Source: an optimization exercise on an open RTL-to-GDS flow (aim: small area and a short achievable clock period). Production flows keep margins and buffers that such runs may drop.
Function was checked by simulation only, so behaviour that the tests miss may differ from the original.
The flow treats the clock pin as an ideal source, which a real chip does not have.
Power figures rest on the tool's default switching activity, not on a simulated workload.

==> inputs of exp/pepper <==
==> flow/design.v (excerpt) <==
module fifo #(
  parameter int DWIDTH = 32,
  parameter int AWIDTH = 7,
  parameter bit SHOWAHEAD = 1,
  parameter int ALMOST_FULL_VALUE  = 2 ** AWIDTH - 3,
  parameter int ALMOST_EMPTY_VALUE = 3,
  parameter bit REGISTER_OUTPUT = 0
)(
  input  logic              clk_i,
  input  logic              srst_i,
  input  logic [DWIDTH-1:0] data_i,
  input  logic              wrreq_i,
  input  logic              rdreq_i,
  output logic [DWIDTH-1:0] q_o,
  output logic              empty_o,
  output logic              full_o,
  output logic [AWIDTH-1:0] usedw_o,
  output logic              almost_full_o,
  output logic              almost_empty_o
);
clock: 4.5 ns
lec_check: 0
cap_margin: 20
core_margin: 2
core_utilization: 42
cts_cluster_diameter: 80
cts_cluster_size: 20
place_density: 0.5
setup_slack_margin: 2.0
slew_margin: 20
run.sh (not shown) runs the stock make flow with config.mk's settings and CLKGATE_MAP_FILE= SYNTH_SCRIPT=/design/flow/synth_recipe.tcl, a recipe that flattens the netlist after the stock synthesis.
==> exp/quartz (differences from exp/pepper) <==
==> flow/design.v (replaced) <==
module mem #(
  parameter int DWIDTH = 32,
  parameter int AWIDTH = 7
)(
  input  logic                         clk_i,
  input  logic [DWIDTH-1:0]            data_i,
  input  logic [2**(AWIDTH-2)-1:0]     wr_row_i,
  input  logic [3:0]                   wr_bank_i,
  input  logic                         wr_ena_i,
  output logic [2**AWIDTH*DWIDTH-1:0]  words_o
);
  localparam int DEPTH = 2 ** AWIDTH;
  for( genvar i = 0; i < DEPTH; i++ )
    begin : g_word
      always_ff @( posedge clk_i )
        if( wr_ena_i && wr_row_i[i/4] && wr_bank_i[i%4] )
          words_o[i*DWIDTH +: DWIDTH] <= data_i;
    end
endmodule
module fifo #(
  parameter int DWIDTH = 32,
  parameter int AWIDTH = 7,
  parameter bit SHOWAHEAD = 1,
  parameter int ALMOST_FULL_VALUE  = 2 ** AWIDTH - 3,
  parameter int ALMOST_EMPTY_VALUE = 3,
  parameter bit REGISTER_OUTPUT = 0
)(
  input  logic              clk_i,
  input  logic              srst_i,
  input  logic [DWIDTH-1:0] data_i,
  input  logic              wrreq_i,
  input  logic              rdreq_i,
  output logic [DWIDTH-1:0] q_o,
  output logic              empty_o,
  output logic              full_o,
  output logic [AWIDTH-1:0] usedw_o,
  output logic              almost_full_o,
  output logic              almost_empty_o
);
  localparam int PTR_W = AWIDTH + 1;
  localparam int DEPTH = 2 ** AWIDTH;
  localparam int ROWS  = DEPTH / 4;
  localparam int RW    = AWIDTH - 2;
  localparam logic [ROWS-1:0] ROW_FIRST     = 1;
  localparam logic [ROWS-1:0] ROW_FIRST_N   = ~ROW_FIRST;
  localparam logic [ROWS-1:0] ROW_LAST_N    = ~( ROW_FIRST << ( ROWS - 1 ) );
  logic                    hold_last_q;
  logic [DEPTH*DWIDTH-1:0] words;
  logic [ROWS-1:0]         wr_row_q;
  logic [3:0]              wr_bank_q;
  mem #(
    .DWIDTH    ( DWIDTH             ),
    .AWIDTH    ( AWIDTH             )
  ) mem (
    .clk_i     ( clk_i              ),
    .data_i    ( data_i             ),
    .wr_row_i  ( wr_row_q           ),
    .wr_bank_i ( wr_bank_q          ),
    .wr_ena_i  ( wrreq_i            ),
    .words_o   ( words              )
  );
  logic              n_empty;      
  logic              n_full;       
  logic [AWIDTH-1:0] n_usedw;      
  logic              usedw_one;    
  logic [AWIDTH-1:0] usedw;
  assign usedw = ~n_usedw;
  logic wr_acc, rd_acc;
  assign wr_acc = wrreq_i && n_full;
  assign rd_acc = rdreq_i && n_empty;
  logic [PTR_W-1:0] ptr_diff, ptr_diff_inc, ptr_diff_dec;
  assign ptr_diff_inc = ptr_diff + PTR_W'(1);
  assign ptr_diff_dec = ptr_diff - PTR_W'(1);
  logic empty_same, empty_inc;
  logic full_same, full_wr, full_rd;
  assign empty_same = ( ptr_diff == PTR_W'(0) );
  assign empty_inc  = ( ptr_diff == PTR_W'(1) );
  assign full_same  = ( ptr_diff == PTR_W'(DEPTH)     );
  assign full_wr    = ( ptr_diff == PTR_W'(DEPTH - 1) );
  assign full_rd    = ( ptr_diff == PTR_W'(DEPTH + 1) );
  logic empty_o_next, full_o_next;
  assign empty_o_next = rd_acc ? empty_inc : empty_same;
  always_comb
    case( { wr_acc, rd_acc } )
      2'b10:   full_o_next = full_wr;
      2'b01:   full_o_next = full_rd;
      default: full_o_next = full_same;
    endcase
  always_ff @( posedge clk_i )
    if( srst_i )
      ptr_diff <= '0;
    else
      case( { wr_acc, rd_acc } )
        2'b10:   ptr_diff <= ptr_diff_inc;
        2'b01:   ptr_diff <= ptr_diff_dec;
        default: ;
      endcase
  logic [AWIDTH-1:0] usedw_inc, usedw_dec;
  assign usedw_inc = usedw + AWIDTH'(1);
  assign usedw_dec = usedw - AWIDTH'(1);
  logic af_inc, af_dec, af_same;
  logic ae_inc, ae_dec, ae_same;
  assign af_inc  = ( usedw_inc >= ALMOST_FULL_VALUE  );
  assign af_dec  = ( usedw_dec >= ALMOST_FULL_VALUE  );
  assign af_same = ( usedw     >= ALMOST_FULL_VALUE  );
  assign ae_inc  = ( usedw_inc <  ALMOST_EMPTY_VALUE );
  assign ae_dec  = ( usedw_dec <  ALMOST_EMPTY_VALUE );
  assign ae_same = ( usedw     <  ALMOST_EMPTY_VALUE );
  logic af_cnt, ae_cnt;
  always_comb
    case( { wrreq_i, rdreq_i } )
      2'b10:   begin af_cnt = af_inc;  ae_cnt = ae_inc;  end
      2'b01:   begin af_cnt = af_dec;  ae_cnt = ae_dec;  end
      default: begin af_cnt = af_same; ae_cnt = ae_same; end
    endcase
  logic [AWIDTH-1:0] usedw_next;
  always_comb
    if( srst_i )
      usedw_next = '0;
    else
      case( { wrreq_i, rdreq_i } )
        2'b10:   usedw_next = n_full  ? usedw_inc : usedw;
        2'b01:   usedw_next = n_empty ? usedw_dec : usedw;
        default: usedw_next = usedw;
      endcase
  always_ff @( posedge clk_i )
    begin
      usedw_o   <= usedw_next;
      n_usedw   <= ~usedw_next;
      usedw_one <= ( usedw_next == AWIDTH'(1) );
    end
  always_ff @( posedge clk_i )
    if( srst_i )
      hold_last_q <= 1'b0;
    else if( usedw_one && rdreq_i && !wrreq_i )
      hold_last_q <= 1'b1;
    else if( wrreq_i )
      hold_last_q <= 1'b0;
  always_ff @( posedge clk_i )
    begin
      almost_full_o  <= af_cnt || full_o_next;
      almost_empty_o <= ae_cnt && !full_o_next;
      full_o         <= full_o_next;
      empty_o        <= empty_o_next;
      n_full         <= !full_o_next;
      n_empty        <= !empty_o_next;
    end
  always_ff @( posedge clk_i )
    if( srst_i )
      begin
        wr_bank_q <= 4'b0001;
        wr_row_q  <= ROW_FIRST;
      end
    else if( wr_acc )
      begin
        wr_bank_q <= { wr_bank_q[2:0], wr_bank_q[3] };
        if( wr_bank_q[3] )
          wr_row_q <= { wr_row_q[ROWS-2:0], wr_row_q[ROWS-1] };
      end
  logic [ROWS-1:0] row_n_q, row_inc_n_q, row_dec_n_q;
  logic [3:0]      lo_oh_q;
  always_ff @( posedge clk_i )
    if( srst_i )
      begin
        lo_oh_q     <= 4'b0001;
        row_n_q     <= ROW_FIRST_N;
        row_inc_n_q <= ROW_FIRST_N;
        row_dec_n_q <= ROW_LAST_N;
      end
    else if( rd_acc )
      begin
        lo_oh_q     <= { lo_oh_q[2:0], lo_oh_q[3] };
        row_n_q     <= row_inc_n_q;
        row_dec_n_q <= row_n_q;
        if( lo_oh_q[2] )
          row_inc_n_q <= { row_inc_n_q[ROWS-2:0], row_inc_n_q[ROWS-1] };
      end
  logic [ROWS-1:0] row_n [4];
  assign row_n[0] = row_inc_n_q;
  assign row_n[1] = row_n_q;
  assign row_n[2] = row_n_q;
  assign row_n[3] = row_dec_n_q;
  logic [DWIDTH-1:0] bank_q [4];
  always_comb
    for( int b = 0; b < 4; b++ )
      begin
        bank_q[b] = '1;
        for( int i = 0; i < ROWS; i++ )
          bank_q[b] = bank_q[b] & ( words[(4*i+b)*DWIDTH +: DWIDTH] | {DWIDTH{row_n[b][i]}} );
      end
  logic [3:0] lo_same, lo_inc, lo_dec;
  assign lo_same = lo_oh_q;
  assign lo_inc  = { lo_oh_q[2:0], lo_oh_q[3] };
  assign lo_dec  = { lo_oh_q[0],   lo_oh_q[3:1] };
  logic [3:0] bank_sel_rd, bank_sel_nord, bank_sel;
  assign bank_sel_nord = hold_last_q ? lo_dec : lo_same;
  assign bank_sel_rd   = usedw_one   ? lo_same :
                         hold_last_q ? lo_dec  :
                         n_empty     ? lo_inc  :
                                       lo_same;
  assign bank_sel = rdreq_i ? bank_sel_rd : bank_sel_nord;
  logic [DWIDTH-1:0] q_next;
  always_comb
    begin
      q_next = '0;
      for( int b = 0; b < 4; b++ )
        q_next = q_next | ( bank_q[b] & {DWIDTH{bank_sel[b]}} );
    end
  always_ff @( posedge clk_i )
    q_o <= q_next;
endmodule
==> flow/flow/run.sh (new file) <==
#!/bin/bash
# Standard ORFS layout (the standard.sh), with these changes:
#  - no timing repair at floorplan (REMOVE_ABC_BUFFERS=1): without placement
#    and clock tree its estimates mislead, and it stalls with a large margin;
#    timing is repaired after clock tree synthesis and global routing;
#  - ports are buffered with buf_4 instead of the resizer's default pick
#    (a delay cell), so the output ports are not slowed by their buffers;
#  - before clock tree synthesis, flip-flops driving output ports get the
#    strongest drive of their type (flow/pre_cts.tcl);
#  - clock tree synthesis without dummy loads, clustering 20 sinks / 80 um,
#    and a wire unit of 8 um, which gives a 3-level H-tree instead of 4.
set -euo pipefail
here=$(cd "$(dirname "$0")" && pwd)
bash standard.sh \
  'REMOVE_ABC_BUFFERS=1' \
  'BUFFER_PORTS_ARGS=-buffer_cell sky130_fd_sc_hd__buf_4' \
  "PRE_CTS_TCL=$here/pre_cts.tcl" \
  'CTS_ARGS=-sink_clustering_enable -repair_clock_nets -dont_use_dummy_load -sink_clustering_size 20 -sink_clustering_max_diameter 80 -wire_unit 8' \
  finish > orfs_make.log 2>&1
==> flow/flow/pre_cts.tcl (new file) <==
# Before clock tree synthesis: give the flip-flops that drive output ports
# (through their port buffers) the strongest drive of their cell type, since
# their wire to the port buffer is long and the timing repair after clock
# tree synthesis does not resize flip-flops.
set n 0
foreach port [get_ports -filter "direction==output"] {
  set net [get_nets [get_name $port]]
  foreach drv [get_pins -of_objects $net -filter "direction==output"] {
    set buf [get_cells -of_objects $drv]
    foreach in [get_pins -of_objects $buf -filter "direction==input"] {
      set n2 [get_nets -of_objects $in]
      foreach d2 [get_pins -of_objects $n2 -filter "direction==output"] {
        set ff [get_cells -of_objects $d2]
        set m [get_property [get_lib_cells -of_objects $ff] name]
        if {[regexp {^sky130_fd_sc_hd__dfxtp_[12]$} $m]} {
          replace_cell $ff sky130_fd_sc_hd__dfxtp_4
          incr n
        }
      }
    }
  }
}
puts "pre_cts.tcl: resized $n output flip-flops to dfxtp_4"
==> flow/standard.sh (new file) <==
#!/bin/bash
# synth_recipe.tcl (not shown) runs the flow's synth.tcl, then flattens the netlist and writes it again
# the make line also repeats each setting of config.mk as NAME=value (left out here)
make -C /OpenROAD-flow-scripts/flow DESIGN_CONFIG=/design/flow/config.mk WORK_HOME=/design/flow/orfs CLKGATE_MAP_FILE= SYNTH_SCRIPT=/design/flow/synth_recipe.tcl "${@:-finish}"
==> flow/config.mk (replaced) <==
export PLATFORM = sky130hd
export DESIGN_NAME = fifo
export DESIGN_NICKNAME = fifo
export VERILOG_FILES = /design/flow/design.v
export SDC_FILE = /design/flow/constraint.sdc
export NUM_CORES = 4
export LEC_CHECK = 0
export CAP_MARGIN = 20
export CORE_MARGIN = 2
export CORE_UTILIZATION = 42
export PLACE_DENSITY = 0.5
export SETUP_SLACK_MARGIN = 2.2
export SLEW_MARGIN = 20
export TNS_END_PERCENT = 10
removed: flow/run.sh
==> key figures <==
Yosys
  • Post-Synth XOR/XNOR Area: 0.000576

Power and ir drop
  • Tot Pwr: 84.6 mW

Outcome
  • Outcome: finished clean

Clocking
  • Clk sinks: 4294
  • Clock Latency Late Sink: 930 ps

Final layout
  • Seq. cell area: 127000 sq um
  • Final nets: 9779
Source of the figures above: exp/quartz

==> key figures <==
Clocking
  • Clock Latency Late Sink: 980 ps

Die
  • Die H: 605 microns

Worst setup path
  • Crit path cell chain: nor2b_2 > buf_4 > nand3_4 > nor2_4 > buf_12

Outcome
  • Outcome: finished clean

Final layout
  • Seq. cell area: 127000 sq um

GRT
  • Met3 usage: 0.0593

Yosys
  • Post-Synth XOR/XNOR Area: 0.00190
Source of the figures above: exp/pepper

==> afterwards: timing with drivers on the ports <==
No port has a modelled driver above. Below, the same layouts with a new extraction and two added sets of constraints.
Step 1 (the two cells are an assumption about what drives the block):
set clk [get_ports {clk_i}]
set_driving_cell -lib_cell sky130_fd_sc_hd__clkbuf_16 $clk
set_driving_cell -lib_cell sky130_fd_sc_hd__buf_2 [delete_from_list [all_inputs] $clk]
Step 2 also shifts input and output timing later by t, the mid clock arrival at the registers, as if the neighbouring blocks saw the same clock.
Slacks: ideal / step 1 / step 2; pairs: ideal / step 1.
run | t, ns | setup slack, ns | worst setup path at the end | worst slew at a driven data input, ns | cell pins on the clock port's net
exp/pepper | 1.062 | 1.945 / 1.912 / 1.114 | input to register | 0.12 | 1
exp/quartz | 0.940 | 1.864 / 1.864 / 1.201 | input to register | 0.12 | 1
After both steps setup and hold are still met in every run listed. For exp/pepper, which loses most, drivers alone change the setup slack by -0.033 ns; drivers and shift together by -0.831 ns.
